Background: an optimization exercise with open tools, aiming at small area and a short achievable clock period. Do not read the settings as production practice. Only the layout flow was run in this run; the RTL was not checked for function there. No activity file was given, so power comes from the tool's default toggle rates.

==> design.v <==
module RGB_to_Gray(input CLK, input [7:0] R, input [7:0] G, input [7:0] B, input In_Valid, output reg [7:0] Gray, output reg Out_Valid);
    reg [7:0] r, g, b; reg v0;
    always @(posedge CLK) begin r <= R; g <= G; b <= B; v0 <= In_Valid; end
    wire w8 = ({r[7], r[6], r[5], r[4], r[3], r[2], r[1], r[0]} >= 8'd2);
    wire w9 = ({r[7], r[6], r[5], r[4], r[3], r[2], r[1], r[0]} >= 8'd4);
    wire w10 = ({r[7], r[6], r[5], r[4], r[3], r[2], r[1], r[0]} >= 8'd7);
    wire w11 = ({r[7], r[6], r[5], r[4], r[3], r[2], r[1], r[0]} >= 8'd14);
    wire w12 = ({r[7], r[6], r[5], r[4], r[3], r[2], r[1], r[0]} >= 8'd27);
    wire w13 = ({r[7], r[6], r[5], r[4], r[3], r[2], r[1], r[0]} >= 8'd54);
    wire w14 = ({r[7], r[6], r[5], r[4], r[3], r[2], r[1], r[0]} >= 8'd108);
    wire w15 = ({r[7], r[6], r[5], r[4], r[3], r[2], r[1], r[0]} >= 8'd215);
    wire w24 = ({g[7], g[6], g[5], g[4], g[3], g[2], g[1], g[0]} >= 8'd2);
    wire w25 = ({g[7], g[6], g[5], g[4], g[3], g[2], g[1], g[0]} >= 8'd4);
    wire w26 = ({g[7], g[6], g[5], g[4], g[3], g[2], g[1], g[0]} >= 8'd7);
    wire w27 = ({g[7], g[6], g[5], g[4], g[3], g[2], g[1], g[0]} >= 8'd14);
    wire w28 = ({g[7], g[6], g[5], g[4], g[3], g[2], g[1], g[0]} >= 8'd28);
    wire w29 = ({g[7], g[6], g[5], g[4], g[3], g[2], g[1], g[0]} >= 8'd55);
    wire w30 = ({g[7], g[6], g[5], g[4], g[3], g[2], g[1], g[0]} >= 8'd110);
    wire w31 = ({g[7], g[6], g[5], g[4], g[3], g[2], g[1], g[0]} >= 8'd219);
    wire w41 = ({b[7], b[6], b[5], b[4], b[3], b[2], b[1], b[0]} >= 8'd3);
    wire w42 = ({b[7], b[6], b[5], b[4], b[3], b[2], b[1], b[0]} >= 8'd5);
    wire w43 = ({b[7], b[6], b[5], b[4], b[3], b[2], b[1], b[0]} >= 8'd9);
    wire w44 = ({b[7], b[6], b[5], b[4], b[3], b[2], b[1], b[0]} >= 8'd18);
    wire w45 = ({b[7], b[6], b[5], b[4], b[3], b[2], b[1], b[0]} >= 8'd36);
    wire w46 = ({b[7], b[6], b[5], b[4], b[3], b[2], b[1], b[0]} >= 8'd71);
    wire w47 = ({b[7], b[6], b[5], b[4], b[3], b[2], b[1], b[0]} >= 8'd141);
    wire w48_0, w48_1; ha u48 (r[2], r[1], w48_0, w48_1);
    wire w49_0, w49_1; fa u49 (r[3], r[2], r[1], w49_0, w49_1);
    wire w50_0, w50_1; fa u50 (r[4], r[3], r[2], w50_0, w50_1);
    wire w51_0, w51_1; fa u51 (r[5], r[4], r[3], w51_0, w51_1);
    wire w52_0, w52_1; fa u52 (r[6], r[5], r[4], w52_0, w52_1);
    wire w53_0, w53_1; fa u53 (r[7], r[6], r[5], w53_0, w53_1);
    wire w54_0, w54_1; ha u54 (r[1], r[0], w54_0, w54_1);
    wire w55_0, w55_1; fa u55 (r[0], w48_0, w11, w55_0, w55_1);
    wire w56_0, w56_1; fa u56 (w48_1, w12, w49_0, w56_0, w56_1);
    wire w57_0, w57_1; fa u57 (w49_1, w13, w50_0, w57_0, w57_1);
    wire w58_0, w58_1; fa u58 (w50_1, w14, w51_0, w58_0, w58_1);
    wire w59_0, w59_1; fa u59 (w51_1, w15, w52_0, w59_0, w59_1);
    wire w60_0, w60_1; fa u60 (r[0], w52_1, w53_0, w60_0, w60_1);
    wire w61_0, w61_1; ha u61 (r[0], w9, w61_0, w61_1);
    wire w62_0, w62_1; fa u62 (w54_0, w10, w61_1, w62_0, w62_1);
    wire w63_0, w63_1; fa u63 (w54_1, w55_0, w62_1, w63_0, w63_1);
    wire w64_0, w64_1; fa u64 (w55_1, w56_0, w63_1, w64_0, w64_1);
    wire w65_0, w65_1; fa u65 (w56_1, w57_0, w64_1, w65_0, w65_1);
    wire w66_0, w66_1; fa u66 (w57_1, w58_0, w65_1, w66_0, w66_1);
    wire w67_0, w67_1; fa u67 (p58_1_1, p59_0_1, p66_1_1, w67_0, w67_1);
    wire w68_0, w68_1; fa u68 (p59_1_1, p60_0_1, w67_1, w68_0, w68_1);
    wire w69_0, w69_1; ha u69 (g[4], g[0], w69_0, w69_1);
    wire w70_0, w70_1; fa u70 (g[5], g[1], w31, w70_0, w70_1);
    wire w71_0, w71_1; fa u71 (g[6], g[2], g[0], w71_0, w71_1);
    wire w72_0, w72_1; ha u72 (g[0], w26, w72_0, w72_1);
    wire w73_0, w73_1; fa u73 (g[1], w27, w72_1, w73_0, w73_1);
    wire w74_0, w74_1; fa u74 (g[2], w28, w73_1, w74_0, w74_1);
    wire w75_0, w75_1; fa u75 (g[3], w29, w74_1, w75_0, w75_1);
    wire w76_0, w76_1; fa u76 (w69_0, w30, w75_1, w76_0, w76_1);
    wire w77_0, w77_1; fa u77 (w69_1, w70_0, w76_1, w77_0, w77_1);
    wire w78_0, w78_1; fa u78 (p70_1_1, p71_0_1, p77_1_1, w78_0, w78_1);
    wire w79 = ~w8;
    wire w80 = w61_0 & w79;
    wire w81 = ~w24;
    wire w82 = w25 & w81;
    wire w83 = ~w9;
    wire w84 = w62_0 & w83;
    wire w85 = ~w25;
    wire w86 = w72_0 & w85;
    wire w87 = ~w10;
    wire w88 = w63_0 & w87;
    wire w89 = ~w26;
    wire w90 = w73_0 & w89;
    wire w91 = ~w11;
    wire w92 = w64_0 & w91;
    wire w93 = ~w27;
    wire w94 = w74_0 & w93;
    wire w95 = ~w12;
    wire w96 = w65_0 & w95;
    wire w97 = ~w28;
    wire w98 = w75_0 & w97;
    wire w99 = ~w13;
    wire w100 = w66_0 & w99;
    wire w101 = ~w29;
    wire w102 = w76_0 & w101;
    wire w103 = ~w14;
    wire w104 = w67_0 & p103_0_1;
    wire w105 = ~p30_0_1;
    wire w106 = p77_0_1 & w105;
    wire w107 = ~w15;
    wire w108 = w68_0 & p107_0_1;
    wire w109 = ~w31;
    wire w110 = w78_0 & p109_0_1;
    wire w111_0, w111_1; ha u111 (r[7], r[6], w111_0, w111_1);
    wire w112_0, w112_1; fa u112 (r[7], r[2], r[0], w112_0, w112_1);
    wire w113_0, w113_1; fa u113 (g[7], g[3], g[1], w113_0, w113_1);
    wire w114_0, w114_1; fa u114 (r[3], r[1], r[0], w114_0, w114_1);
    wire w115_0, w115_1; fa u115 (r[4], r[2], r[1], w115_0, w115_1);
    wire w116_0, w116_1; fa u116 (r[5], r[3], r[2], w116_0, w116_1);
    wire w117_0, w117_1; ha u117 (r[0], g[6], w117_0, w117_1);
    wire w118_0, w118_1; fa u118 (r[6], r[4], r[3], w118_0, w118_1);
    wire w119_0, w119_1; fa u119 (r[1], g[7], g[5], w119_0, w119_1);
    wire w120_0, w120_1; fa u120 (r[7], r[5], r[4], w120_0, w120_1);
    wire w121_0, w121_1; ha u121 (r[2], g[6], w121_0, w121_1);
    wire w122_0, w122_1; fa u122 (r[6], r[5], r[3], w122_0, w122_1);
    wire w123_0, w123_1; ha u123 (g[7], g[6], w123_0, w123_1);
    wire w124_0, w124_1; fa u124 (r[7], r[6], r[4], w124_0, w124_1);
    wire w125_0, w125_1; ha u125 (r[0], g[7], w125_0, w125_1);
    wire w126_0, w126_1; ha u126 (r[7], r[5], w126_0, w126_1);
    wire w127_0, w127_1; ha u127 (r[5], r[2], w127_0, w127_1);
    wire w128_0, w128_1; fa u128 (r[6], r[3], r[2], w128_0, w128_1);
    wire w129_0, w129_1; fa u129 (r[7], r[4], r[3], w129_0, w129_1);
    wire w130_0, w130_1; fa u130 (r[5], r[4], r[1], w130_0, w130_1);
    wire w131_0, w131_1; fa u131 (r[6], r[5], r[2], w131_0, w131_1);
    wire w132_0, w132_1; ha u132 (r[7], r[6], w132_0, w132_1);
    wire w133_0, w133_1; fa u133 (r[1], w111_0, w53_1, w133_0, w133_1);
    wire w134_0, w134_1; fa u134 (g[0], w111_1, w71_1, w134_0, w134_1);
    wire w135_0, w135_1; ha u135 (w112_0, w113_0, w135_0, w135_1);
    wire w136_0, w136_1; fa u136 (g[4], g[2], g[1], w136_0, w136_1);
    wire w137_0, w137_1; fa u137 (w112_1, w113_1, w114_0, w137_0, w137_1);
    wire w138_0, w138_1; fa u138 (g[5], g[3], g[2], w138_0, w138_1);
    wire w139_0, w139_1; fa u139 (g[0], w114_1, w115_0, w139_0, w139_1);
    wire w140_0, w140_1; fa u140 (g[4], g[3], g[1], w140_0, w140_1);
    wire w141_0, w141_1; fa u141 (w117_0, w115_1, w116_0, w141_0, w141_1);
    wire w142_0, w142_1; fa u142 (g[4], g[2], w117_1, w142_0, w142_1);
    wire w143_0, w143_1; fa u143 (w116_1, w118_0, w119_0, w143_0, w143_1);
    wire w144_0, w144_1; fa u144 (g[5], g[3], w121_0, w144_0, w144_1);
    wire w145_0, w145_1; fa u145 (w118_1, w119_1, w120_0, w145_0, w145_1);
    wire w146_0, w146_1; fa u146 (g[4], g[0], w121_1, w146_0, w146_1);
    wire w147_0, w147_1; fa u147 (w123_0, w120_1, w122_0, w147_0, w147_1);
    wire w148_0, w148_1; fa u148 (g[5], g[1], w123_1, w148_0, w148_1);
    wire w149_0, w149_1; fa u149 (w125_0, w122_1, w124_0, w149_0, w149_1);
    wire w150_0, w150_1; fa u150 (r[1], g[6], g[2], w150_0, w150_1);
    wire w151_0, w151_1; fa u151 (w125_1, w126_0, w124_1, w151_0, w151_1);
    wire w152_0, w152_1; fa u152 (r[6], r[2], g[7], w152_0, w152_1);
    wire w153_0, w153_1; fa u153 (g[3], g[0], w126_1, w153_0, w153_1);
    wire w154_0, w154_1; fa u154 (r[7], r[3], r[0], w154_0, w154_1);
    wire w155_0, w155_1; fa u155 (g[4], g[1], g[0], w155_0, w155_1);
    wire w156_0, w156_1; fa u156 (r[4], r[1], r[0], w156_0, w156_1);
    wire w157_0, w157_1; fa u157 (g[5], g[2], g[1], w157_0, w157_1);
    wire w158_0, w158_1; fa u158 (r[1], g[6], g[3], w158_0, w158_1);
    wire w159_0, w159_1; fa u159 (g[2], g[0], w127_0, w159_0, w159_1);
    wire w160_0, w160_1; fa u160 (g[7], g[4], g[3], w160_0, w160_1);
    wire w161_0, w161_1; fa u161 (g[1], w127_1, w128_0, w161_0, w161_1);
    wire w162_0, w162_1; fa u162 (r[0], g[5], g[4], w162_0, w162_1);
    wire w163_0, w163_1; fa u163 (g[2], w128_1, w129_0, w163_0, w163_1);
    wire w164_0, w164_1; fa u164 (g[6], g[5], g[3], w164_0, w164_1);
    wire w165_0, w165_1; fa u165 (g[0], w129_1, w130_0, w165_0, w165_1);
    wire w166_0, w166_1; fa u166 (g[7], g[6], g[4], w166_0, w166_1);
    wire w167_0, w167_1; fa u167 (g[1], w130_1, w131_0, w167_0, w167_1);
    wire w168_0, w168_1; fa u168 (r[3], g[7], g[5], w168_0, w168_1);
    wire w169_0, w169_1; fa u169 (g[2], w132_0, w131_1, w169_0, w169_1);
    wire w170_0, w170_1; fa u170 (r[7], r[4], g[6], w170_0, w170_1);
    wire w171_0, w171_1; ha u171 (g[3], w132_1, w171_0, w171_1);
    wire w172_0, w172_1; ha u172 (r[5], g[7], w172_0, w172_1);
    wire w173_0, w173_1; ha u173 (w133_0, w60_1, w173_0, w173_1);
    wire w174_0, w174_1; fa u174 (w133_1, w135_0, w134_0, w174_0, w174_1);
    wire w175_0, w175_1; fa u175 (w136_0, w135_1, w134_1, w175_0, w175_1);
    wire w176_0, w176_1; fa u176 (w136_1, w138_0, w137_1, w176_0, w176_1);
    wire w177_0, w177_1; fa u177 (w138_1, w140_0, w139_1, w177_0, w177_1);
    wire w178_0, w178_1; fa u178 (w140_1, w142_0, w141_1, w178_0, w178_1);
    wire w179_0, w179_1; fa u179 (w142_1, w144_0, w143_1, w179_0, w179_1);
    wire w180_0, w180_1; fa u180 (w144_1, w146_0, w145_1, w180_0, w180_1);
    wire w181_0, w181_1; fa u181 (w146_1, w148_0, w147_1, w181_0, w181_1);
    wire w182_0, w182_1; fa u182 (w150_0, w148_1, w149_1, w182_0, w182_1);
    wire w183_0, w183_1; fa u183 (w150_1, w152_0, w153_0, w183_0, w183_1);
    wire w184_0, w184_1; fa u184 (w152_1, w154_0, w155_0, w184_0, w184_1);
    wire w185_0, w185_1; fa u185 (w154_1, w155_1, w156_0, w185_0, w185_1);
    wire w186_0, w186_1; fa u186 (w156_1, w157_1, w158_0, w186_0, w186_1);
    wire w187_0, w187_1; fa u187 (w158_1, w160_0, w159_1, w187_0, w187_1);
    wire w188_0, w188_1; fa u188 (w160_1, w162_0, w161_1, w188_0, w188_1);
    wire w189_0, w189_1; fa u189 (w162_1, w164_0, w163_1, w189_0, w189_1);
    wire w190_0, w190_1; fa u190 (w164_1, w166_0, w165_1, w190_0, w190_1);
    wire w191_0, w191_1; fa u191 (w166_1, w168_0, w167_1, w191_0, w191_1);
    wire w192_0, w192_1; fa u192 (w168_1, w170_0, w171_0, w192_0, w192_1);
    wire w193_0, w193_1; fa u193 (g[4], w172_0, w170_1, w193_0, w193_1);
    wire w194_0, w194_1; ha u194 (r[6], g[5], w194_0, w194_1);
    wire w195_0, w195_1; ha u195 (p173_0_1, w110, w195_0, w195_1);
    wire w196_0, w196_1; fa u196 (p173_1_1, p174_0_1, w78_1, w196_0, w196_1);
    wire w197_0, w197_1; fa u197 (w137_0, w174_1, w175_0, w197_0, w197_1);
    wire w198_0, w198_1; fa u198 (w139_0, w175_1, w176_0, w198_0, w198_1);
    wire w199_0, w199_1; fa u199 (w141_0, w176_1, w177_0, w199_0, w199_1);
    wire w200_0, w200_1; fa u200 (w143_0, w177_1, w178_0, w200_0, w200_1);
    wire w201_0, w201_1; fa u201 (w145_0, w178_1, w179_0, w201_0, w201_1);
    wire w202_0, w202_1; fa u202 (w147_0, w179_1, w180_0, w202_0, w202_1);
    wire w203_0, w203_1; fa u203 (w149_0, w180_1, w181_0, w203_0, w203_1);
    wire w204_0, w204_1; fa u204 (w151_0, w181_1, w182_0, w204_0, w204_1);
    wire w205_0, w205_1; fa u205 (w151_1, w183_0, w182_1, w205_0, w205_1);
    wire w206_0, w206_1; fa u206 (w153_1, w184_0, w183_1, w206_0, w206_1);
    wire w207_0, w207_1; fa u207 (w157_0, w184_1, w185_0, w207_0, w207_1);
    wire w208_0, w208_1; fa u208 (w159_0, w185_1, w186_0, w208_0, w208_1);
    wire w209_0, w209_1; fa u209 (w186_1, w161_0, w187_0, w209_0, w209_1);
    wire w210_0, w210_1; fa u210 (w163_0, w187_1, w188_0, w210_0, w210_1);
    wire w211_0, w211_1; fa u211 (w165_0, w188_1, w189_0, w211_0, w211_1);
    wire w212_0, w212_1; fa u212 (w167_0, w189_1, w190_0, w212_0, w212_1);
    wire w213_0, w213_1; fa u213 (w169_0, w190_1, w191_0, w213_0, w213_1);
    wire w214_0, w214_1; fa u214 (w169_1, w192_0, w191_1, w214_0, w214_1);
    wire w215_0, w215_1; fa u215 (w171_1, w193_0, w192_1, w215_0, w215_1);
    wire w216_0, w216_1; fa u216 (w172_1, w194_0, w193_1, w216_0, w216_1);
    wire w217_0, w217_1; fa u217 (r[7], g[6], w194_1, w217_0, w217_1);
    wire w219 = w205_1 & w206_0;
    wire w220 = w206_1 | w207_0;
    wire w221 = w206_1 & w207_0;
    wire w222 = w207_1 | w208_0;
    wire w223 = w207_1 & w208_0;
    wire w224 = w208_1 | w209_0;
    wire w225 = w208_1 & w209_0;
    wire w226 = w209_1 | w210_0;
    wire w227 = w209_1 & w210_0;
    wire w228 = w210_1 | w211_0;
    wire w229 = w210_1 & w211_0;
    wire w230 = w211_1 | w212_0;
    wire w231 = w211_1 & w212_0;
    wire w232 = w212_1 | w213_0;
    wire w233 = w212_1 & w213_0;
    wire w234 = p213_1_1 | p214_0_1;
    wire w235 = p213_1_1 & p214_0_1;
    wire w236 = p214_1_1 | p215_0_1;
    wire w237 = p214_1_1 & p215_0_1;
    wire w238 = p215_1_1 | p216_0_1;
    wire w239 = p215_1_1 & p216_0_1;
    wire w240 = p216_1_1 | p217_0_1;
    wire w241 = p216_1_1 & p217_0_1;
    wire w242 = p217_1_1 | p23_0_1;
    wire w243 = p217_1_1 & p23_0_1;
    wire w244 = w221 | (w220 & w219);
    wire w246 = w225 | (w224 & w223);
    wire w247 = w224 & w222;
    wire w248 = w229 | (w228 & w227);
    wire w249 = w228 & w226;
    wire w250 = w233 | (w232 & w231);
    wire w251 = w232 & w230;
    wire w252 = w237 | (w236 & w235);
    wire w253 = w236 & w234;
    wire w254 = w241 | (w240 & w239);
    wire w255 = w240 & w238;
    wire w258 = w246 | (w247 & w244);
    wire w260 = w231 | (w230 & w248);
    wire w261 = w230 & w249;
    wire w262 = w250 | (w251 & w248);
    wire w263 = w251 & w249;
    wire w264 = w239 | (w238 & w252);
    wire w265 = w238 & w253;
    wire w266 = w254 | (w255 & w252);
    wire w267 = w255 & w253;
    wire w268 = w227 | (w226 & w258);
    wire w270 = w248 | (w249 & w258);
    wire w272 = w260 | (w261 & w258);
    wire w274 = w262 | (w263 & w258);
    wire w276 = w243 | (w242 & w266);
    wire w277 = w242 & w267;
    wire w278 = w235 | (w234 & p274_0_1);
    wire w280 = w252 | (w253 & p274_0_1);
    wire w282 = w264 | (w265 & p274_0_1);
    wire w284 = w266 | (w267 & p274_0_1);
    wire w286 = w276 | (w277 & p274_0_1);
    wire w288 = |{w210_1, w211_1, w212_1, w213_1, w214_1, w215_1, w216_1, w217_1, w211_0, w212_0, w213_0, w214_0, w215_0, w216_0, w217_0, g[7], w268};
    wire w289 = |{w211_1, w212_1, w213_1, w214_1, w215_1, w216_1, w217_1, w212_0, w213_0, w214_0, w215_0, w216_0, w217_0, g[7], w270};
    wire w290 = |{p212_1_1, p213_1_1, p214_1_1, p215_1_1, p216_1_1, p217_1_1, p213_0_1, p214_0_1, p215_0_1, p216_0_1, p217_0_1, p23_0_1, p272_0_1};
    wire w291 = |{p213_1_1, p214_1_1, p215_1_1, p216_1_1, p217_1_1, p214_0_1, p215_0_1, p216_0_1, p217_0_1, p23_0_1, p274_0_1};
    wire w292 = |{p214_1_1, p215_1_1, p216_1_1, p217_1_1, p215_0_1, p216_0_1, p217_0_1, p23_0_1, w278};
    wire w293 = |{p215_1_1, p216_1_1, p217_1_1, p216_0_1, p217_0_1, p23_0_1, w280};
    wire w294 = |{p216_1_1, p217_1_1, p217_0_1, p23_0_1, w282};
    wire w295 = |{p217_1_1, p23_0_1, w284};
    wire w296 = |{w286};
    wire w297 = ~b[0];
    wire w298 = ~b[1];
    wire w299 = ~b[2];
    wire w300 = ~b[3];
    wire w301 = ~b[4];
    wire w302 = ~b[5];
    wire w303 = ~b[6];
    wire w304 = ~b[7];
    wire w305_0, w305_1; fa u305 (b[6], b[4], b[2], w305_0, w305_1);
    wire w306_0, w306_1; ha u306 (b[7], b[5], w306_0, w306_1);
    wire w307_0, w307_1; ha u307 (b[6], b[4], w307_0, w307_1);
    wire w308_0, w308_1; ha u308 (b[7], b[5], w308_0, w308_1);
    wire w309_0, w309_1; ha u309 (b[4], b[2], w309_0, w309_1);
    wire w310_0, w310_1; fa u310 (b[5], b[3], b[1], w310_0, w310_1);
    wire w311_0, w311_1; fa u311 (w297, w47, w305_0, w311_0, w311_1);
    wire w312_0, w312_1; fa u312 (b[3], w298, w306_0, w312_0, w312_1);
    wire w313_0, w313_1; fa u313 (b[0], w299, w306_1, w313_0, w313_1);
    wire w314_0, w314_1; fa u314 (b[1], w300, w307_1, w314_0, w314_1);
    wire w315_0, w315_1; fa u315 (b[6], b[2], w301, w315_0, w315_1);
    wire w316_0, w316_1; ha u316 (b[2], b[0], w316_0, w316_1);
    wire w317_0, w317_1; fa u317 (b[3], b[1], w44, w317_0, w317_1);
    wire w318_0, w318_1; fa u318 (b[0], w309_0, w45, w318_0, w318_1);
    wire w319_0, w319_1; fa u319 (w309_1, w46, w310_0, w319_0, w319_1);
    wire w320; xn u320 (w310_1, w311_0, w320);
    wire w321 = w310_1 | w311_0;
    wire w322_0, w322_1; fa u322 (w305_1, w312_0, w311_1, w322_0, w322_1);
    wire w323_0, w323_1; fa u323 (w307_0, w312_1, w313_0, w323_0, w323_1);
    wire w324_0, w324_1; fa u324 (w308_0, w313_1, w314_0, w324_0, w324_1);
    wire w325_0, w325_1; fa u325 (w308_1, w315_0, w314_1, w325_0, w325_1);
    wire w326_0, w326_1; ha u326 (b[0], w41, w326_0, w326_1);
    wire w327_0, w327_1; fa u327 (b[1], w42, w326_1, w327_0, w327_1);
    wire w328_0, w328_1; fa u328 (w316_0, w43, w327_1, w328_0, w328_1);
    wire w329_0, w329_1; fa u329 (w316_1, w317_0, w328_1, w329_0, w329_1);
    wire w330_0, w330_1; fa u330 (w317_1, w318_0, w329_1, w330_0, w330_1);
    wire w331_0, w331_1; fa u331 (w318_1, w319_0, w330_1, w331_0, w331_1);
    wire w332_0, w332_1; fa u332 (w319_1, w320, w331_1, w332_0, w332_1);
    wire w333_0, w333_1; fa u333 (p321_0_1, p322_0_1, p332_1_1, w333_0, w333_1);
    wire w334_0, w334_1; fa u334 (p322_1_1, p323_0_1, w333_1, w334_0, w334_1);
    wire w335_0, w335_1; fa u335 (p323_1_1, p324_0_1, w334_1, w335_0, w335_1);
    wire w336_0, w336_1; fa u336 (p324_1_1, p325_0_1, w335_1, w336_0, w336_1);
    wire w337 = ~w42;
    wire w338 = w328_0 & w337;
    wire w339 = p338_0_1 & p288_0_1;
    wire w340 = ~w339;
    wire w341 = ~w43;
    wire w342 = w329_0 & w341;
    wire w343 = p342_0_1 & p289_0_1;
    wire w344 = ~w343;
    wire w345 = ~w44;
    wire w346 = w330_0 & w345;
    wire w347 = p346_0_1 & w290;
    wire w348 = ~w347;
    wire w349 = ~w45;
    wire w350 = w331_0 & w349;
    wire w351 = p350_0_1 & w291;
    wire w352 = ~w351;
    wire w353 = ~p46_0_1;
    wire w354 = p332_0_1 & w353;
    wire w355 = w354 & w292;
    wire w356 = ~w355;
    wire w357 = ~p47_0_1;
    wire w358 = w333_0 & w357;
    wire w359 = w358 & w293;
    wire w360 = ~w359;
    wire w361 = w334_0 & w294;
    wire w362 = ~w361;
    wire w363 = w335_0 & w295;
    wire w364 = ~w363;
    wire w365 = w336_0 & w296;
    wire w366 = ~w365;
    wire w367_0, w367_1; fa u367 (b[7], b[3], w302, w367_0, w367_1);
    wire w368_0, w368_1; ha u368 (w297, w315_1, w368_0, w368_1);
    wire w369_0, w369_1; ha u369 (b[4], w303, w369_0, w369_1);
    wire w370_0, w370_1; ha u370 (b[7], b[5], w370_0, w370_1);
    wire w371_0, w371_1; ha u371 (b[6], b[1], w371_0, w371_1);
    wire w372_0, w372_1; ha u372 (b[7], b[2], w372_0, w372_1);
    wire w373_0, w373_1; fa u373 (w367_0, w368_0, w325_1, w373_0, w373_1);
    wire w374_0, w374_1; fa u374 (w298, w369_0, w367_1, w374_0, w374_1);
    wire w375_0, w375_1; ha u375 (w368_1, w197_0, w375_0, w375_1);
    wire w376_0, w376_1; fa u376 (b[5], w304, w299, w376_0, w376_1);
    wire w377_0, w377_1; fa u377 (w369_1, w197_1, w198_0, w377_0, w377_1);
    wire w378_0, w378_1; fa u378 (b[6], w300, w198_1, w378_0, w378_1);
    wire w379 = ~w199_0;
    wire w380_0, w380_1; fa u380 (b[7], w301, w297, w380_0, w380_1);
    wire w381_0, w381_1; ha u381 (w199_1, w200_0, w381_0, w381_1);
    wire w382_0, w382_1; fa u382 (w302, w298, w200_1, w382_0, w382_1);
    wire w383_0, w383_1; fa u383 (b[0], w303, w299, w383_0, w383_1);
    wire w384_0, w384_1; fa u384 (b[1], w304, w300, w384_0, w384_1);
    wire w385_0, w385_1; fa u385 (b[2], b[0], w301, w385_0, w385_1);
    wire w386_0, w386_1; ha u386 (w203_1, w204_0, w386_0, w386_1);
    wire w387_0, w387_1; fa u387 (b[3], b[1], w302, w387_0, w387_1);
    wire w388; xn u388 (w204_1, w205_0, w388);
    wire w389 = w204_1 | w205_0;
    wire w390_0, w390_1; fa u390 (b[4], b[2], w303, w390_0, w390_1);
    wire w391_0, w391_1; fa u391 (w297, w206_0, w205_1, w391_0, w391_1);
    wire w392_0, w392_1; fa u392 (b[5], b[3], w304, w392_0, w392_1);
    wire w393_0, w393_1; fa u393 (w298, w207_0, w206_1, w393_0, w393_1);
    wire w394_0, w394_1; fa u394 (b[6], b[4], w299, w394_0, w394_1);
    wire w395; xn u395 (w207_1, w208_0, w395);
    wire w396 = w207_1 | w208_0;
    wire w397_0, w397_1; fa u397 (b[0], w300, w370_0, w397_0, w397_1);
    wire w398; xn u398 (w208_1, w209_0, w398);
    wire w399 = w208_1 | w209_0;
    wire w400_0, w400_1; fa u400 (w301, w370_1, w371_0, w400_0, w400_1);
    wire w401; xn u401 (w209_1, w210_0, w401);
    wire w402 = w209_1 | w210_0;
    wire w403_0, w403_1; fa u403 (w302, w371_1, w372_0, w403_0, w403_1);
    wire w404; xn u404 (w210_1, w211_0, w404);
    wire w405 = w210_1 | w211_0;
    wire w406_0, w406_1; fa u406 (b[3], w303, w372_1, w406_0, w406_1);
    wire w407; xn u407 (w211_1, w212_0, w407);
    wire w408 = w211_1 | w212_0;
    wire w409_0, w409_1; fa u409 (b[4], w304, w212_1, w409_0, w409_1);
    wire w410 = ~w213_0;
    wire w411_0, w411_1; ha u411 (p37_0_1, p213_1_1, w411_0, w411_1);
    wire w412_0, w412_1; ha u412 (p38_0_1, p215_0_1, w412_0, w412_1);
    wire w413_0, w413_1; ha u413 (p39_0_1, p216_0_1, w413_0, w413_1);
    wire w414_0, w414_1; ha u414 (p80_0_1, p338_0_1, w414_0, w414_1);
    wire w415_0, w415_1; fa u415 (w82, w84, w342, w415_0, w415_1);
    wire w416_0, w416_1; fa u416 (w86, w88, w346, w416_0, w416_1);
    wire w417_0, w417_1; fa u417 (p90_0_1, p92_0_1, p350_0_1, w417_0, w417_1);
    wire w418_0, w418_1; fa u418 (p94_0_1, p96_0_1, w354, w418_0, w418_1);
    wire w419_0, w419_1; fa u419 (p98_0_1, p100_0_1, w358, w419_0, w419_1);
    wire w420_0, w420_1; fa u420 (p102_0_1, w104, w334_0, w420_0, w420_1);
    wire w421_0, w421_1; fa u421 (w106, w108, w335_0, w421_0, w421_1);
    wire w422_0, w422_1; fa u422 (w68_1, w195_0, w336_0, w422_0, w422_1);
    wire w423_0, w423_1; fa u423 (p373_0_1, w196_0, w195_1, w423_0, w423_1);
    wire w424_0, w424_1; fa u424 (w374_0, w373_1, w375_0, w424_0, w424_1);
    wire w425_0, w425_1; fa u425 (w376_0, w374_1, w375_1, w425_0, w425_1);
    wire w426_0, w426_1; fa u426 (w376_1, w379, w377_1, w426_0, w426_1);
    wire w427_0, w427_1; fa u427 (w380_0, w199_0, w378_1, w427_0, w427_1);
    wire w428_0, w428_1; fa u428 (w380_1, w201_0, w381_1, w428_0, w428_1);
    wire w429_0, w429_1; fa u429 (w383_0, w201_1, w202_0, w429_0, w429_1);
    wire w430_0, w430_1; fa u430 (w383_1, w384_0, w202_1, w430_0, w430_1);
    wire w431_0, w431_1; fa u431 (w384_1, w385_0, w386_0, w431_0, w431_1);
    wire w432_0, w432_1; fa u432 (w385_1, w387_0, w388, w432_0, w432_1);
    wire w433_0, w433_1; fa u433 (w387_1, w390_0, w389, w433_0, w433_1);
    wire w434_0, w434_1; fa u434 (w390_1, w392_0, w393_0, w434_0, w434_1);
    wire w435_0, w435_1; fa u435 (w392_1, w394_0, w395, w435_0, w435_1);
    wire w436_0, w436_1; fa u436 (w394_1, w397_0, w396, w436_0, w436_1);
    wire w437_0, w437_1; fa u437 (w397_1, w400_0, w399, w437_0, w437_1);
    wire w438_0, w438_1; fa u438 (w400_1, w403_0, w402, w438_0, w438_1);
    wire w439_0, w439_1; fa u439 (w403_1, w406_0, w405, w439_0, w439_1);
    wire w440_0, w440_1; fa u440 (w406_1, w410, w408, w440_0, w440_1);
    wire w441_0, w441_1; fa u441 (p214_0_1, p213_0_1, w411_0, w441_0, w441_1);
    wire w442_0, w442_1; fa u442 (p214_1_1, w412_0, w411_1, w442_0, w442_1);
    wire w443_0, w443_1; fa u443 (p215_1_1, w413_0, w412_1, w443_0, w443_1);
    wire w444_0, w444_1; fa u444 (p217_0_1, p216_1_1, w413_1, w444_0, w444_1);
    wire w445_0, w445_1; ha u445 (p23_0_1, p217_1_1, w445_0, w445_1);
    wire w446_0, w446_1; ha u446 (w414_0, w340, w446_0, w446_1);
    wire w447_0, w447_1; fa u447 (w414_1, p415_0_1, w344, w447_0, w447_1);
    wire w448_0, w448_1; fa u448 (p415_1_1, p416_0_1, w348, w448_0, w448_1);
    wire w449_0, w449_1; fa u449 (p416_1_1, w352, w417_0, w449_0, w449_1);
    wire w450_0, w450_1; fa u450 (w417_1, w356, w418_0, w450_0, w450_1);
    wire w451_0, w451_1; fa u451 (w418_1, w360, w419_0, w451_0, w451_1);
    wire w452_0, w452_1; fa u452 (w419_1, w362, w420_0, w452_0, w452_1);
    wire w453_0, w453_1; fa u453 (w420_1, w364, w421_0, w453_0, w453_1);
    wire w454_0, w454_1; fa u454 (w421_1, w366, w422_0, w454_0, w454_1);
    wire w455_0, w455_1; fa u455 (w423_0, w336_1, w422_1, w455_0, w455_1);
    wire w456_0, w456_1; fa u456 (p424_0_1, w196_1, w423_1, w456_0, w456_1);
    wire w457_0, w457_1; fa u457 (w377_0, w424_1, w425_0, w457_0, w457_1);
    wire w458_0, w458_1; fa u458 (p378_0_1, p425_1_1, p426_0_1, w458_0, w458_1);
    wire w459_0, w459_1; fa u459 (p381_0_1, p426_1_1, p427_0_1, w459_0, w459_1);
    wire w460_0, w460_1; fa u460 (p382_0_1, p427_1_1, p428_0_1, w460_0, w460_1);
    wire w461_0, w461_1; fa u461 (w382_1, w429_0, w428_1, w461_0, w461_1);
    wire w462_0, w462_1; fa u462 (w203_0, w429_1, w430_0, w462_0, w462_1);
    wire w463; xn u463 (p430_1_1, p431_0_1, w463);
    wire w464 = p430_1_1 | p431_0_1;
    wire w465_0, w465_1; fa u465 (w386_1, w432_0, w431_1, w465_0, w465_1);
    wire w466_0, w466_1; fa u466 (w391_0, w432_1, w433_0, w466_0, w466_1);
    wire w467_0, w467_1; fa u467 (w391_1, w433_1, w434_0, w467_0, w467_1);
    wire w468_0, w468_1; fa u468 (w393_1, w435_0, w434_1, w468_0, w468_1);
    wire w469_0, w469_1; fa u469 (w398, w435_1, w436_0, w469_0, w469_1);
    wire w470_0, w470_1; fa u470 (w436_1, w401, w437_0, w470_0, w470_1);
    wire w471_0, w471_1; fa u471 (w404, w437_1, w438_0, w471_0, w471_1);
    wire w472_0, w472_1; fa u472 (w407, w438_1, w439_0, w472_0, w472_1);
    wire w473_0, w473_1; fa u473 (w409_0, w439_1, w440_0, w473_0, w473_1);
    wire w474_0, w474_1; fa u474 (p409_1_1, p440_1_1, w441_0, w474_0, w474_1);
    wire w475; xn u475 (w441_1, w442_0, w475);
    wire w476 = w441_1 | w442_0;
    wire w477; xn u477 (w443_0, w442_1, w477);
    wire w478 = w443_0 | w442_1;
    wire w479; xn u479 (w444_0, w443_1, w479);
    wire w480 = w444_0 | w443_1;
    wire w481; xn u481 (w445_0, w444_1, w481);
    wire w482 = w445_0 | w444_1;
    wire w483 = ~w445_1;
    wire w484 = w446_1 | w447_0;
    wire w485 = w446_1 & w447_0;
    wire w486 = w447_1 | w448_0;
    wire w487 = w447_1 & w448_0;
    wire w488 = w448_1 | w449_0;
    wire w489 = w448_1 & w449_0;
    wire w490 = w449_1 | w450_0;
    wire w491 = w449_1 & w450_0;
    wire w492 = w450_1 | w451_0;
    wire w493 = w450_1 & w451_0;
    wire w494 = w451_1 | w452_0;
    wire w495 = w451_1 & w452_0;
    wire w496 = w452_1 | w453_0;
    wire w497 = w452_1 & w453_0;
    wire w498 = w453_1 | w454_0;
    wire w499 = w453_1 & w454_0;
    wire w500 = w454_1 | w455_0;
    wire w501 = w454_1 & w455_0;
    wire w502 = w455_1 | w456_0;
    wire w503 = w455_1 & w456_0;
    wire w504 = w456_1 | p457_0_1;
    wire w505 = w456_1 & p457_0_1;
    wire w506 = p457_1_1 | w458_0;
    wire w507 = p457_1_1 & w458_0;
    wire w508 = w458_1 | w459_0;
    wire w509 = w458_1 & w459_0;
    wire w510 = w459_1 | w460_0;
    wire w511 = w459_1 & w460_0;
    wire w512 = w460_1 | p461_0_1;
    wire w513 = w460_1 & p461_0_1;
    wire w514 = w461_1 | w462_0;
    wire w515 = w461_1 & w462_0;
    wire w516 = p462_1_1 | w463;
    wire w517 = p462_1_1 & w463;
    wire w518 = w464 | p465_0_1;
    wire w519 = w464 & p465_0_1;
    wire w520 = p465_1_1 | p466_0_1;
    wire w521 = p465_1_1 & p466_0_1;
    wire w522 = p466_1_1 | p467_0_1;
    wire w523 = p466_1_1 & p467_0_1;
    wire w524 = p467_1_1 | p468_0_1;
    wire w525 = p467_1_1 & p468_0_1;
    wire w526 = w468_1 | w469_0;
    wire w527 = w468_1 & w469_0;
    wire w528 = w469_1 | w470_0;
    wire w529 = w469_1 & w470_0;
    wire w530 = p470_1_1 | p471_0_1;
    wire w531 = p470_1_1 & p471_0_1;
    wire w532_0, w532_1; ha u532 (p471_1_2, p472_0_2, w532_0, w532_1);
    wire w533_0, w533_1; ha u533 (p472_1_1, p473_0_1, w533_0, w533_1);
    wire w534_0, w534_1; ha u534 (p473_1_1, w474_0, w534_0, w534_1);
    wire w535_0, w535_1; ha u535 (w474_1, w475, w535_0, w535_1);
    wire w536_0, w536_1; ha u536 (w476, w477, w536_0, w536_1);
    wire w537_0, w537_1; ha u537 (w478, w479, w537_0, w537_1);
    wire w538_0, w538_1; ha u538 (w480, w481, w538_0, w538_1);
    wire w539_0, w539_1; ha u539 (w482, w483, w539_0, w539_1);
    wire w540 = w531 | (w530 & p529_0_1);
    wire w541 = w530 & p528_0_1;
    wire w542 = p527_0_1 | (p526_0_1 & w525);
    wire w543 = p526_0_1 & w524;
    wire w544 = w540 | (w541 & w542);
    wire w545 = w541 & w543;
    wire w546 = w523 | (w522 & w521);
    wire w547 = w522 & w520;
    wire w548 = w546 | (w547 & w519);
    wire w549 = w547 & w518;
    wire w550 = w544 | (w545 & w548);
    wire w551 = w545 & w549;
    wire w552 = w517 | (w516 & p515_0_1);
    wire w553 = w516 & p514_0_1;
    wire w554 = w552 | (w553 & w513);
    wire w555 = w553 & w512;
    wire w556 = w511 | (w510 & w509);
    wire w557 = w510 & w508;
    wire w558 = w556 | (w557 & w507);
    wire w559 = w557 & w506;
    wire w560 = w554 | (w555 & w558);
    wire w561 = w555 & w559;
    wire w562 = w550 | (w551 & w560);
    wire w563 = w551 & w561;
    wire w564 = w505 | (w504 & w503);
    wire w565 = w504 & w502;
    wire w566 = w564 | (w565 & w501);
    wire w567 = w565 & w500;
    wire w568 = w499 | (w498 & w497);
    wire w569 = w498 & w496;
    wire w570 = w568 | (w569 & w495);
    wire w571 = w569 & w494;
    wire w572 = w566 | (w567 & w570);
    wire w573 = w567 & w571;
    wire w574 = w493 | (w492 & w491);
    wire w575 = w492 & w490;
    wire w576 = w574 | (w575 & w489);
    wire w577 = w575 & w488;
    wire w578 = w487 | (w486 & w485);
    wire w579 = w486 & w484;
    wire w580 = w578 | (w579 & w446_0);
    wire w581 = w576 | (w577 & w580);
    wire w583 = w572 | (w573 & w581);
    wire w585 = w562 | (w563 & w583);
    wire w587 = w532_1 | (w532_0 & p585_0_1);
    wire w588 = p533_1_1 | (p533_0_1 & w587);
    wire w590 = p535_1_1 | (p535_0_1 & p534_1_1);
    wire w591 = p535_0_1 & p534_0_1;
    wire w592 = p537_1_1 | (p537_0_1 & p536_1_1);
    wire w593 = p537_0_1 & p536_0_1;
    wire w596 = p534_1_1 | (p534_0_1 & w588);
    wire w598 = w590 | (w591 & w588);
    wire w600 = p538_1_1 | (p538_0_1 & w592);
    wire w601 = p538_0_1 & w593;
    wire w604 = p536_1_1 | (p536_0_1 & w598);
    wire w606 = w592 | (w593 & w598);
    wire w608 = w600 | (w601 & w598);
    wire w612; xr u612 (w532_0, p585_0_1, w612);
    wire w613; xr u613 (p533_0_1, w587, w613);
    wire w614; xr u614 (p534_0_1, w588, w614);
    wire w615; xr u615 (p535_0_1, w596, w615);
    wire w616; xr u616 (p536_0_1, w598, w616);
    wire w617; xr u617 (p537_0_1, w604, w617);
    wire w618; xr u618 (p538_0_1, w606, w618);
    wire w619; xr u619 (p539_0_1, w608, w619);
    reg p23_0_1;
    reg p37_0_1;
    reg p38_0_1;
    reg p39_0_1;
    reg p58_1_1;
    reg p59_0_1;
    reg p66_1_1;
    reg p59_1_1;
    reg p60_0_1;
    reg p30_0_1;
    reg p70_1_1;
    reg p71_0_1;
    reg p77_1_1;
    reg p103_0_1;
    reg p77_0_1;
    reg p107_0_1;
    reg p109_0_1;
    reg p173_0_1;
    reg p173_1_1;
    reg p174_0_1;
    reg p212_1_1;
    reg p213_0_1;
    reg p213_1_1;
    reg p214_0_1;
    reg p214_1_1;
    reg p215_0_1;
    reg p215_1_1;
    reg p216_0_1;
    reg p216_1_1;
    reg p217_0_1;
    reg p217_1_1;
    reg p274_0_1;
    reg p272_0_1;
    reg p47_0_1;
    reg p46_0_1;
    reg p321_0_1;
    reg p322_0_1;
    reg p332_1_1;
    reg p322_1_1;
    reg p323_0_1;
    reg p323_1_1;
    reg p324_0_1;
    reg p324_1_1;
    reg p325_0_1;
    reg p338_0_1;
    reg p288_0_1;
    reg p342_0_1;
    reg p289_0_1;
    reg p346_0_1;
    reg p350_0_1;
    reg p332_0_1;
    reg p80_0_1;
    reg p90_0_1;
    reg p92_0_1;
    reg p94_0_1;
    reg p96_0_1;
    reg p98_0_1;
    reg p100_0_1;
    reg p102_0_1;
    reg p373_0_1;
    reg p415_0_1;
    reg p415_1_1;
    reg p416_0_1;
    reg p416_1_1;
    reg p424_0_1;
    reg p378_0_1;
    reg p425_1_1;
    reg p426_0_1;
    reg p381_0_1;
    reg p426_1_1;
    reg p427_0_1;
    reg p382_0_1;
    reg p427_1_1;
    reg p428_0_1;
    reg p430_1_1;
    reg p431_0_1;
    reg p409_1_1;
    reg p440_1_1;
    reg p457_0_1;
    reg p457_1_1;
    reg p461_0_1;
    reg p462_1_1;
    reg p465_0_1;
    reg p465_1_1;
    reg p466_0_1;
    reg p466_1_1;
    reg p467_0_1;
    reg p467_1_1;
    reg p468_0_1;
    reg p470_1_1;
    reg p471_0_1;
    reg p471_1_1;
    reg p471_1_2;
    reg p472_0_1;
    reg p472_0_2;
    reg p472_1_1;
    reg p473_0_1;
    reg p473_1_1;
    reg p529_0_1;
    reg p528_0_1;
    reg p527_0_1;
    reg p526_0_1;
    reg p515_0_1;
    reg p514_0_1;
    reg p585_0_1;
    reg p533_1_1;
    reg p533_0_1;
    reg p535_1_1;
    reg p535_0_1;
    reg p534_1_1;
    reg p534_0_1;
    reg p537_1_1;
    reg p537_0_1;
    reg p536_1_1;
    reg p536_0_1;
    reg p538_1_1;
    reg p538_0_1;
    reg p539_0_1;
    always @(posedge CLK) begin
        p23_0_1 <= g[7];
        p37_0_1 <= b[5];
        p38_0_1 <= b[6];
        p39_0_1 <= b[7];
        p58_1_1 <= w58_1;
        p59_0_1 <= w59_0;
        p66_1_1 <= w66_1;
        p59_1_1 <= w59_1;
        p60_0_1 <= w60_0;
        p30_0_1 <= w30;
        p70_1_1 <= w70_1;
        p71_0_1 <= w71_0;
        p77_1_1 <= w77_1;
        p103_0_1 <= w103;
        p77_0_1 <= w77_0;
        p107_0_1 <= w107;
        p109_0_1 <= w109;
        p173_0_1 <= w173_0;
        p173_1_1 <= w173_1;
        p174_0_1 <= w174_0;
        p212_1_1 <= w212_1;
        p213_0_1 <= w213_0;
        p213_1_1 <= w213_1;
        p214_0_1 <= w214_0;
        p214_1_1 <= w214_1;
        p215_0_1 <= w215_0;
        p215_1_1 <= w215_1;
        p216_0_1 <= w216_0;
        p216_1_1 <= w216_1;
        p217_0_1 <= w217_0;
        p217_1_1 <= w217_1;
        p274_0_1 <= w274;
        p272_0_1 <= w272;
        p47_0_1 <= w47;
        p46_0_1 <= w46;
        p321_0_1 <= w321;
        p322_0_1 <= w322_0;
        p332_1_1 <= w332_1;
        p322_1_1 <= w322_1;
        p323_0_1 <= w323_0;
        p323_1_1 <= w323_1;
        p324_0_1 <= w324_0;
        p324_1_1 <= w324_1;
        p325_0_1 <= w325_0;
        p338_0_1 <= w338;
        p288_0_1 <= w288;
        p342_0_1 <= w342;
        p289_0_1 <= w289;
        p346_0_1 <= w346;
        p350_0_1 <= w350;
        p332_0_1 <= w332_0;
        p80_0_1 <= w80;
        p90_0_1 <= w90;
        p92_0_1 <= w92;
        p94_0_1 <= w94;
        p96_0_1 <= w96;
        p98_0_1 <= w98;
        p100_0_1 <= w100;
        p102_0_1 <= w102;
        p373_0_1 <= w373_0;
        p415_0_1 <= w415_0;
        p415_1_1 <= w415_1;
        p416_0_1 <= w416_0;
        p416_1_1 <= w416_1;
        p424_0_1 <= w424_0;
        p378_0_1 <= w378_0;
        p425_1_1 <= w425_1;
        p426_0_1 <= w426_0;
        p381_0_1 <= w381_0;
        p426_1_1 <= w426_1;
        p427_0_1 <= w427_0;
        p382_0_1 <= w382_0;
        p427_1_1 <= w427_1;
        p428_0_1 <= w428_0;
        p430_1_1 <= w430_1;
        p431_0_1 <= w431_0;
        p409_1_1 <= w409_1;
        p440_1_1 <= w440_1;
        p457_0_1 <= w457_0;
        p457_1_1 <= w457_1;
        p461_0_1 <= w461_0;
        p462_1_1 <= w462_1;
        p465_0_1 <= w465_0;
        p465_1_1 <= w465_1;
        p466_0_1 <= w466_0;
        p466_1_1 <= w466_1;
        p467_0_1 <= w467_0;
        p467_1_1 <= w467_1;
        p468_0_1 <= w468_0;
        p470_1_1 <= w470_1;
        p471_0_1 <= w471_0;
        p471_1_1 <= w471_1;
        p471_1_2 <= p471_1_1;
        p472_0_1 <= w472_0;
        p472_0_2 <= p472_0_1;
        p472_1_1 <= w472_1;
        p473_0_1 <= w473_0;
        p473_1_1 <= w473_1;
        p529_0_1 <= w529;
        p528_0_1 <= w528;
        p527_0_1 <= w527;
        p526_0_1 <= w526;
        p515_0_1 <= w515;
        p514_0_1 <= w514;
        p585_0_1 <= w585;
        p533_1_1 <= w533_1;
        p533_0_1 <= w533_0;
        p535_1_1 <= w535_1;
        p535_0_1 <= w535_0;
        p534_1_1 <= w534_1;
        p534_0_1 <= w534_0;
        p537_1_1 <= w537_1;
        p537_0_1 <= w537_0;
        p536_1_1 <= w536_1;
        p536_0_1 <= w536_0;
        p538_1_1 <= w538_1;
        p538_0_1 <= w538_0;
        p539_0_1 <= w539_0;
    end
    reg v1; always @(posedge CLK) v1 <= v0;
    reg v2; always @(posedge CLK) v2 <= v1;
    always @(posedge CLK) begin Gray <= {w619, w618, w617, w616, w615, w614, w613, w612}; Out_Valid <= v2; end
endmodule
module fa(input a, input b, input c, output s, output co);
    assign s = a ^ b ^ c;
    assign co = (a & b) | (a & c) | (b & c);
endmodule
module ha(input a, input b, output s, output co);
    assign s = a ^ b;
    assign co = a & b;
endmodule
module xr(input a, input b, output y);
    assign y = a ^ b;
endmodule
module xn(input a, input b, output y);
    assign y = ~(a ^ b);
endmodule
module ao(input g1, input p1, input g0, output y);
    assign y = g1 | (p1 & g0);
endmodule
module an2(input a, input b, output y);
    assign y = a & b;
endmodule
module or2(input a, input b, output y);
    assign y = a | b;
endmodule
==> flow/run.sh <==
#!/bin/bash
# Standard ORFS layout with the standard synthesis unchanged. Port buffers are
# sky130_fd_sc_hd__buf_2, and timing repair is asked to reach a setup slack of
# 11.95 ns at the design's own clock period and constraints.
set -euo pipefail
export SETUP_SLACK_MARGIN=11.95
export BUFFER_PORTS_ARGS="-buffer_cell sky130_fd_sc_hd__buf_2"
bash standard.sh synth > synth.log 2>&1
bash standard.sh > layout.log 2>&1
==> standard.sh <==
#!/bin/bash
# synth_recipe.tcl (not shown) runs the flow's synth.tcl, then flattens the netlist and writes it again
# the make line also repeats each setting of config.mk as NAME=value (left out here)
make -C /OpenROAD-flow-scripts/flow DESIGN_CONFIG=/design/flow/config.mk WORK_HOME=/design/flow/orfs CLKGATE_MAP_FILE= SYNTH_SCRIPT=/design/flow/synth_recipe.tcl "${@:-finish}"
==> config.mk <==
export PLATFORM = sky130hd
export DESIGN_NAME = RGB_to_Gray
export DESIGN_NICKNAME = RGB_to_Gray
export VERILOG_FILES = /design/flow/design.v
export SDC_FILE = /design/flow/constraint.sdc
export NUM_CORES = 8
export LEC_CHECK = 0
export CAP_MARGIN = 20
export CORE_MARGIN = 2
export CORE_UTILIZATION = 60
export CTS_BUF_LIST = sky130_fd_sc_hd__clkbuf_8
export PLACE_DENSITY = 0.75
export SLEW_MARGIN = 20
export SYNTH_HIERARCHICAL = 1
export SYNTH_MINIMUM_KEEP_SIZE = 0
==> constraint.sdc <==
create_clock -name core_clock -period 16.0 [get_ports {CLK}]
set_input_delay 3.2000 -clock core_clock [delete_from_list [all_inputs] [get_ports {CLK}]]
set_output_delay 3.2000 -clock core_clock [all_outputs]
set_load 0.01 [all_outputs]
==> summary.md <==
| Metric | Value |
|---|---|
| Status | complete, no violations |
| Vias/cell | 5.78 |
| Crit-path cells | buf_6 |
| Vias in the first global route | 6280 |
| CTS Buf Count | 17 |
| Ys async rst share | 0 |
| Post-Syn Instances | 671 |
| Data required, critical path | 12800 ps |
| Peak Freq | between 200 and 250 MHz |
| Sequential area share after synthesis | 0.321 |
| CP Class | flip-flop to output pin |
| Met3 WL post-DR | 1010 µm |
| Post-DP HPWL | 15700 µm |
| RSZ-0062 raised after global routing | yes |
| Largest net degree at the start of global routing | 18 |
| FP Rows | 46 |
| Slowest CP cell | dfxtp_2 |
| Die width | ~130 µm |
| Setup TNS | 0 ps |
| Rel. slew slack | 0.435 |
| Synth top area share | 0.460 |
| Avg Inst Size Synth | 14.3 µm² |
| Worst Tran Pin Value | between 800 and 900 ps |
| Max Cap Violations | 0 |
| CP Capture Type | output pin |
| Leading post-synthesis cells by cell area | fa_1 (46%), dfxtp_1 (32%), ha_1 (6.1%) |
| Metal2 WL | ~11000 µm |
| Top Family by Delay on Critical Path | flip-flops |
| # clock sinks | 154 |
| Reg clk slew, reported paths | 80 ps |
| DR vias | around 5500 |
| Pwr dens | around 180 nW/µm² |
| Post-Synthesis Net Count | 965 |
| GR Util All Layers | 0.266 |
| Setup violators final | 0 |
| DIE HEIGHT | 131 µm |
| H-tree levels | 4 |
| Drt drc | 0 |
| Endpoints failing hold | 0 |
| Largest stage delay, worst path | 320 ps |
| Synthesis Warnings | 7 |
| Initial antenna violation count | 0 |
| Period utilisation layout | 0.255 |
| CTS tree | built |
| EDFF count, synth | 0 |
| Most common cell after layout, fill and taps aside | fa_1 |
| Crit path launch type | flip-flop |
| Worst-path maximum fanout | 1 |
| CTS Root Cell | clkbuf_8 |
| Antenna-violating nets left | 0 |
| Leading area contributor after synthesis | fa_1 |
| Final core area utilization | 0.673 |
| Area delta synth->final | 10.4% |
| Number of placed I/O pins | 35 |
| Fill cells | 1161 |
| First-pass GRT wire length | 32900 µm |
| WL/cell | between 20 and 25 µm |
| Die ar. | 17000 µm² |
| Routed WL | 20200 µm |
| Skew-Pair Late Insertion Delay | 460 ps |
| Clock Tree Buf Depth | 2 |
| Core box area | 15800 µm² |
| Port Buf Inserts | 34 |
| Top sig layer | met4 |
| # diodes | 0 |
| Grt total ovfl | 0 |
| Netlist cell types | 48 |
| Worst EP arrival | ~900 ps |
| 1st-iter DRT viols | 333 |
| Ys flop type | dfxtp_1 |
| Final Wtd Congestion | ~0.89 |
| Worst vdd rail ir drop | 0.130 mV |
| Starting density of the core | 0.609 |
| Worst Hold Class | flip-flop to flip-flop |
| Share of cells above drive strength 1 | 0.168 |
| Yosys reg bits | between 150 and 200 |
| Most frequent cells in the layout | fa_1 (217), dfxtp_1 (131), ha_1 (47) |
| Layout Nets | ~1000 |
| Post-synthesis cell area | 9610 µm² |
| WL met1 | approximately 8100 µm |
| Pleak | 4.30 nW |
| Clock skew | between 10 and 15 ps |
| Max-slew violation count | 0 |
| Fin crit period | 4080 ps |
| Pre-antenna DRT Iters | 6 |
| CP bufs+invs | 1 |
## worst paths after layout
| check | from | end | slack (ps) | cells after the start |
|---|---|---|---|---|
| worst min register to register | p471_1_1$_DFF_P_ | p471_1_2$_DFF_P_ | 330 | 0 |
| worst min-delay path | p471_1_1$_DFF_P_ | p471_1_2$_DFF_P_ | 330 | 0 |
| worst max register to register | g[3]$_DFF_P_ | p526_0_1$_DFF_P_ | 12060 | 7 |
| worst max-delay path | Gray[3]$_DFF_P_ | Gray[3] | 11920 | 1 |
## per-module statistics from Yosys (local to each module, per instance)
module       cells inside  flops+latches  area [µm²]  times used
RGB_to_Gray           383            154        4420           1
fa                      1              0        20.0         221
ha                      1              0        12.5          47
xn                      1              0        8.76          12
xr                      1              0        8.76           8
## final cells by class
cell class | count | area, µm² | area share
well taps | 216 | 270 | 0.0255
multi-input cells | 497 | 6480 | 0.611
inverters | 20 | 82.6 | 0.00778
clock buffers | 18 | 248 | 0.0233
flip-flops and latches | 154 | 3130 | 0.295
repair buffers | 37 | 230 | 0.0217
clock inverters | 14 | 171 | 0.0162
## cell families (layout without fill, tap and decap cells)
logic type                 count (synthesis)  after routing  synth area share
buffers and inverters                     20             89           0.00781
xor gates and xnor gates                  20             20            0.0182
DFF                                      154            154             0.321
AOI/OAI and AO/OA                         79             79            0.0588
and+or+nand+nor                          122            122            0.0651
adders and majority gates                275            275             0.529
other                                      1              1          0.000390
## state kept, by name, summed over array words and instances, names as in the netlist, 8 cells and up
name and flops:
Gray 8, b 8, g 8, r 8
## timing repair
item                                    4_1_cts  5_1_grt
endpoints found under the setup margin       35       19
buffers inserted                              0        1
hold buffers                                  0        0
gates resized for setup                      17       29
pin swaps                                     0        5
## synthesized netlist by cell type (all sizes together) (2+ instances only)
cell,count
a211oi,2
a21o,9
a21oi,10
a222oi,2
a22o,2
a31o,4
a31oi,8
and2,6
and3,11
dfxtp,154
fa,221
ha,47
inv,20
maj3,7
nand2,32
nand2b,2
nand3,9
nand4,3
nor2,20
nor2b,3
nor3,8
nor4,6
o2111ai,3
o211a,2
o211ai,2
o21ai,12
o221ai,2
o22a,3
o22ai,5
o31ai,4
o41ai,2
or2,18
xnor2,12
xor2,8
## layer usage
metal  vias up  track usage
met3        42       0.0554
met2       211        0.457
met4         0       0.0970
met5         -            0
li1       2378            -
met1      2891        0.338
## stage by stage
stage	total power, mW	hold WS [ps]	area [µm²]	std cells	worst slack, ps
final	1.94	333	10600	956	11920
after global routing	2.10	338	10600	956	11850
after CTS	1.92	331	10500	955	11870
after detailed placement	1.60	313	10100	923	11680
after global placement	1.54	313	10100	923	11740
after floorplan	1.29	310	9610	671	11960
## power by group
group	internal, mW	switching, mW
registers	0.518	0.0876
logic	0.495	0.531
clock network	0.159	0.147

afterwards: timing with drivers on the ports:
In the flow no input, the clock included, has a driving cell. The finished layout below was timed again as built, in two steps.
Step 1 assumes that a clkbuf_16 drives the clock port and a buf_2 every other input.
Step 2 also shifts input and output timing later by t, the mid clock arrival at the registers, as if the neighbouring blocks saw the same clock.
Three values: no drivers, after step 1, after step 2; two values: the first two.
t, ns: 0.487
setup WS [ns]: 11.919 / 11.883 / 12.063
latest minus earliest clock arrival (ns): 0.014 / 0.014
worst slew at a driven data input, ns: 0.03
After both steps setup and hold are still met in this run. The setup slack of this run moves by -0.036 ns with the drivers and by +0.144 ns with both steps.
